This is an optimization exercise on Yosys and OpenROAD, whose aim is small area, not a production implementation.
Function was checked by simulation only, so behaviour that the tests miss may differ from the original.
Power and IR drop assume default switching activity.

## OLED_interface
module OLED_interface (input i_CLK,
                       input i_RST,
                       input [1:0] i_MODE,
                       input i_START,
                       input [7:0] i_TEXT_COLOR,
                       input [7:0] i_BACKGROUND_COLOR,
                       input [767:0] i_ASCII,
                       output reg o_READY,
                       output o_CS,
                       output o_MOSI,
                       output o_SCK,
                       output o_DC,
                       output reg o_RES,
                       output reg o_VCCEN,
                       output reg o_PMODEN,
                       output o_MOSI_FINAL_BIT,
                       output o_MOSI_FINAL_BYTE);
    localparam [2:0] idle            = 3'd0,
                     turnon_1        = 3'd1,
                     turnon_2        = 3'd2,
                     turnon_3        = 3'd3,
                     turnon_4        = 3'd4,
                     fill_screen_1   = 3'd5,
                     pixel_display_1 = 3'd6,
                     pixel_display_2 = 3'd7;
    localparam [1:0] k_turnon = 2'd0,  
                     k_header = 2'd1,  
                     k_bg     = 2'd2,  
                     k_text   = 2'd3;  
    reg s_ms, s_SCK;
    always @(posedge i_CLK, posedge i_RST)
  ...
Size: roughly 800 I/O pins.
export LEC_CHECK = 0
export ABC_AREA = 1
export CAP_MARGIN = 20
export CORE_AREA = 2 2 278 278
export DIE_AREA = 0 0 280 280
export SLEW_MARGIN = 20
export SYNTH_MEMORY_MAX_BITS = 20000
create_clock -name core_clock -period 10.0 [get_ports {i_CLK}]
standard.sh (not shown) runs the stock make flow with config.mk's settings and CLKGATE_MAP_FILE= SYNTH_SCRIPT=/design/flow/synth_recipe.tcl, a recipe that flattens the netlist after the stock synthesis.
==> flow/flow/run.sh <==
#!/bin/bash
# Own layout flow, built on the standard flow (standard.sh):
#  1. the standard synthesis, unchanged (bash standard.sh synth);
#  2. the combinational logic of that netlist is mapped again with ABC's
#     area-oriented mapper and a local rewrite of the ring's folded bits
#     (flow/reopt.sh, flow/fold.py); every register instance is kept as it is
#     (same name, same cell), only the gates between them change;
#  3. the rest of the standard flow (floorplan, power grid, tap cells,
#     placement, CTS, routing) on that netlist, with two changes to how the
#     layout is made:
#     - the port buffers that global placement inserts are
#       sky130_fd_sc_hd__buf_1 (every input and output port still gets its
#       own buffer);
#     - clock tree synthesis builds the tree from clkbuf_4 cells, with at most
#       10 registers per leaf buffer within 45 um, and adds no dummy loads.
# Each tool's full output goes to a log file in this folder (and ORFS's own
# step logs under orfs/logs).
set -euo pipefail
export BUFFER_PORTS_ARGS="-buffer_cell sky130_fd_sc_hd__buf_1"
export CTS_ARGS="-sink_clustering_enable -repair_clock_nets -dont_use_dummy_load -buf_list sky130_fd_sc_hd__clkbuf_4 -sink_clustering_size 10 -sink_clustering_max_diameter 45"
bash standard.sh synth > standard_synth.log 2>&1
bash flow/reopt.sh > reopt.log 2>&1
bash standard.sh finish > standard_flow.log 2>&1
==> flow/flow/reopt.sh <==
#!/bin/bash
# Maps the combinational logic of the standard synthesis netlist again with
# ABC's area mapper (amap). Registers are kept as black boxes, so their
# instances, names and cells do not change. flow/fold.py then rewrites the
# gates of the ring's folded bits 5 and 6 (same function, fewer cells).
set -euo pipefail
PLATFORM=${FLOW_PLATFORM:-sky130hd}
R=orfs/results/$PLATFORM/OLED_interface/base
LIB=$FLOW_HOME/platforms/$PLATFORM/lib/sky130_fd_sc_hd__tt_025C_1v80.lib
YOSYS=$FLOW_HOME/../tools/install/yosys/bin/yosys
[[ -x $YOSYS ]] || YOSYS=yosys
cp $R/1_2_yosys.v $R/1_2_yosys.standard.v
echo "strash; dch -f; amap; topo" > reopt.abc
cat > reopt.ys <<EOY
read_liberty -ignore_miss_func $LIB
blackbox $(cat flow/seq_cells.txt)
read_verilog $R/1_2_yosys.standard.v
hierarchy -top ${FLOW_TOP:-OLED_interface}
flatten
delete t:\$scopeinfo
opt_clean
abc -liberty $LIB -dont_use sky130_fd_sc_hd__probe_p_8 -dont_use sky130_fd_sc_hd__probec_p_8 -dont_use sky130_fd_sc_hd__lpflow_* -dont_use sky130_fd_sc_hd__fill_* -script reopt.abc
opt_clean -purge
rename -hide w:*.*
stat -liberty $LIB
write_verilog -noattr -noexpr reopt_netlist.v
EOY
$YOSYS -s reopt.ys
# local rewrite of the ring's folded bits (see flow/fold.py)
python3 flow/fold.py reopt_netlist.v reopt_fold.v || cp reopt_netlist.v reopt_fold.v
cp reopt_fold.v $R/1_2_yosys.v
rm -f $R/1_synth.odb $R/1_synth.sdc
Other scripts of this flow, unchanged in this note and not shown: flow/flow/fold.py, flow/flow/seq_cells.txt
The baseline produced a clean layout.
Rerun with:
--- a/flow/flow/run.sh
+++ b/flow/flow/run.sh
@@ -14,3 +14,3 @@
 #     - clock tree synthesis builds the tree from clkbuf_4 cells, with at most
-#       10 registers per leaf buffer within 45 um, and adds no dummy loads.
+#       10 registers per leaf buffer within 35 um, and adds no dummy loads.
 # Each tool's full output goes to a log file in this folder (and ORFS's own
@@ -19,3 +19,3 @@
 export BUFFER_PORTS_ARGS="-buffer_cell sky130_fd_sc_hd__buf_1"
-export CTS_ARGS="-sink_clustering_enable -repair_clock_nets -dont_use_dummy_load -buf_list sky130_fd_sc_hd__clkbuf_4 -sink_clustering_size 10 -sink_clustering_max_diameter 45"
+export CTS_ARGS="-sink_clustering_enable -repair_clock_nets -dont_use_dummy_load -buf_list sky130_fd_sc_hd__clkbuf_4 -sink_clustering_size 10 -sink_clustering_max_diameter 35"
 bash standard.sh synth > standard_synth.log 2>&1
Outcome: Synthesized area is unchanged; die area is unchanged; power came out higher by 2.0%; cell area is higher by about 0.4%; count of clock-buffer cells in the layout is higher by 16; register-to-register slack degrades by 0.099 ns; final cell count goes up by about 0.4%; via count rises by about 0.7%; routed wire length rises by 0.47%; first-iteration DRC count shrinks by 4.2%.
Rerun with:
--- a/flow/flow/run.sh
+++ b/flow/flow/run.sh
@@ -3,4 +3,5 @@
 #  1. the standard synthesis, unchanged (bash standard.sh synth);
-#  2. the combinational logic of that netlist is mapped again with ABC's
-#     area-oriented mapper and a local rewrite of the ring's folded bits
+#  2. the combinational logic of that netlist is optimised again with ABC
+#     (&deepsyn, then the area-oriented mapper amap) and a local rewrite of
+#     the ring's folded bits
 #     (flow/reopt.sh, flow/fold.py); every register instance is kept as it is
@@ -14,3 +15,3 @@
 #     - clock tree synthesis builds the tree from clkbuf_4 cells, with at most
-#       10 registers per leaf buffer within 35 um, and adds no dummy loads.
+#       10 registers per leaf buffer within 45 um, and adds no dummy loads.
 # Each tool's full output goes to a log file in this folder (and ORFS's own
@@ -19,3 +20,3 @@
 export BUFFER_PORTS_ARGS="-buffer_cell sky130_fd_sc_hd__buf_1"
-export CTS_ARGS="-sink_clustering_enable -repair_clock_nets -dont_use_dummy_load -buf_list sky130_fd_sc_hd__clkbuf_4 -sink_clustering_size 10 -sink_clustering_max_diameter 35"
+export CTS_ARGS="-sink_clustering_enable -repair_clock_nets -dont_use_dummy_load -buf_list sky130_fd_sc_hd__clkbuf_4 -sink_clustering_size 10 -sink_clustering_max_diameter 45"
 bash standard.sh synth > standard_synth.log 2>&1
--- a/flow/flow/reopt.sh
+++ b/flow/flow/reopt.sh
@@ -1,4 +1,4 @@
 #!/bin/bash
-# Maps the combinational logic of the standard synthesis netlist again with
-# ABC's area mapper (amap). Registers are kept as black boxes, so their
+# Optimises the combinational logic of the standard synthesis netlist again
+# with ABC (&deepsyn for 15 minutes, then choices and the area mapper amap). Registers are kept as black boxes, so their
 # instances, names and cells do not change. flow/fold.py then rewrites the
@@ -12,3 +12,3 @@
 cp $R/1_2_yosys.v $R/1_2_yosys.standard.v
-echo "strash; dch -f; amap; topo" > reopt.abc
+echo "strash; &get -n; &deepsyn -T 900; &put; dch -f; amap; topo" > reopt.abc
 cat > reopt.ys <<EOY
Effect: The changed run completed without violations; area after synthesis is lower slightly; fmax fell by a few percent; clock-buffer cell count came out lower by 15; total power rose by a few percent; final cell count goes down slightly; die area is unchanged.
Rerun with:
--- a/flow/flow/run.sh
+++ b/flow/flow/run.sh
@@ -15,3 +15,3 @@
 #     - clock tree synthesis builds the tree from clkbuf_4 cells, with at most
-#       10 registers per leaf buffer within 45 um, and adds no dummy loads.
+#       10 registers per leaf buffer within 35 um, and adds no dummy loads.
 # Each tool's full output goes to a log file in this folder (and ORFS's own
@@ -20,3 +20,3 @@
 export BUFFER_PORTS_ARGS="-buffer_cell sky130_fd_sc_hd__buf_1"
-export CTS_ARGS="-sink_clustering_enable -repair_clock_nets -dont_use_dummy_load -buf_list sky130_fd_sc_hd__clkbuf_4 -sink_clustering_size 10 -sink_clustering_max_diameter 45"
+export CTS_ARGS="-sink_clustering_enable -repair_clock_nets -dont_use_dummy_load -buf_list sky130_fd_sc_hd__clkbuf_4 -sink_clustering_size 10 -sink_clustering_max_diameter 35"
 bash standard.sh synth > standard_synth.log 2>&1
--- a/flow/flow/reopt.sh
+++ b/flow/flow/reopt.sh
@@ -2,3 +2,3 @@
 # Optimises the combinational logic of the standard synthesis netlist again
-# with ABC (&deepsyn for 15 minutes, then choices and the area mapper amap). Registers are kept as black boxes, so their
+# with ABC (&deepsyn for 8 minutes, then choices and the area mapper amap). Registers are kept as black boxes, so their
 # instances, names and cells do not change. flow/fold.py then rewrites the
@@ -12,3 +12,3 @@
 cp $R/1_2_yosys.v $R/1_2_yosys.standard.v
-echo "strash; &get -n; &deepsyn -T 900; &put; dch -f; amap; topo" > reopt.abc
+echo "strash; &get -n; &deepsyn -T 480; &put; dch -f; amap; topo" > reopt.abc
 cat > reopt.ys <<EOY
The new run finished clean.
Routed wire length fell slightly.
Core utilization rose by 0.21 points.
Cell area rose slightly.
Area after synthesis rose slightly.
Non-clock buffer count fell by 8.
Rerun with:
--- a/flow/flow/run.sh
+++ b/flow/flow/run.sh
@@ -3,5 +3,4 @@
 #  1. the standard synthesis, unchanged (bash standard.sh synth);
-#  2. the combinational logic of that netlist is optimised again with ABC
-#     (&deepsyn, then the area-oriented mapper amap) and a local rewrite of
-#     the ring's folded bits
+#  2. the combinational logic of that netlist is mapped again with ABC's
+#     area-oriented mapper and a local rewrite of the ring's folded bits
 #     (flow/reopt.sh, flow/fold.py); every register instance is kept as it is
--- a/flow/flow/reopt.sh
+++ b/flow/flow/reopt.sh
@@ -1,4 +1,4 @@
 #!/bin/bash
-# Optimises the combinational logic of the standard synthesis netlist again
-# with ABC (&deepsyn for 8 minutes, then choices and the area mapper amap). Registers are kept as black boxes, so their
+# Maps the combinational logic of the standard synthesis netlist again with
+# ABC's area mapper (amap). Registers are kept as black boxes, so their
 # instances, names and cells do not change. flow/fold.py then rewrites the
@@ -12,3 +12,3 @@
 cp $R/1_2_yosys.v $R/1_2_yosys.standard.v
-echo "strash; &get -n; &deepsyn -T 480; &put; dch -f; amap; topo" > reopt.abc
+echo "strash; dch -f; amap; topo" > reopt.abc
 cat > reopt.ys <<EOY
- CAP_MARGIN: 20 -> 0
- SLEW_MARGIN: 20 -> 0
Sequential cell count stays the same.
Final area increases by 0.72%.
Register-to-register slack degrades by 0.05 ns.
Synthesized cell count increases by 2.1%.
Count of clock-buffer cells in the layout decreases by 3.
Clock power barely changes.
Synthesized area increases by 1.0%.
Wire length increases by 2.2%.
Final cell count increases by 1.1%.
Worst setup slack degrades by 0.049 ns.

-- re-timing with driven ports --
The results above use ideal ports. As a check the final layouts listed here were re-extracted and re-timed, cells and wires unchanged. Step 1: set_driving_cell puts a clkbuf_16 on i_CLK and a buf_2 on each other input, an assumption about the parent block. Step 2 moves the port delays by t, midway between the first and last clock arrival at a register: inputs arrive t later, outputs are due t later. That takes back most of the time a late clock gives input paths. Slacks: ideal / step 1 / step 2; pairs: ideal / step 1.
run	shift t [ns]	setup WS [ns]	worst setup path at the end	worst data-port slew with drivers (ns)
the first run	0.907	4.427 / 4.427 / 4.427	register to register	0.17
the second run	0.931	4.328 / 4.328 / 4.328	register to register	0.18
the third run	0.897	4.003 / 4.003 / 4.003	register to register	0.15
the fourth run	0.922	4.378 / 4.378 / 4.378	register to register	0.17
the fifth run	0.930	4.329 / 4.329 / 4.329	register to register	0.18
After both steps every run listed still meets setup and hold.
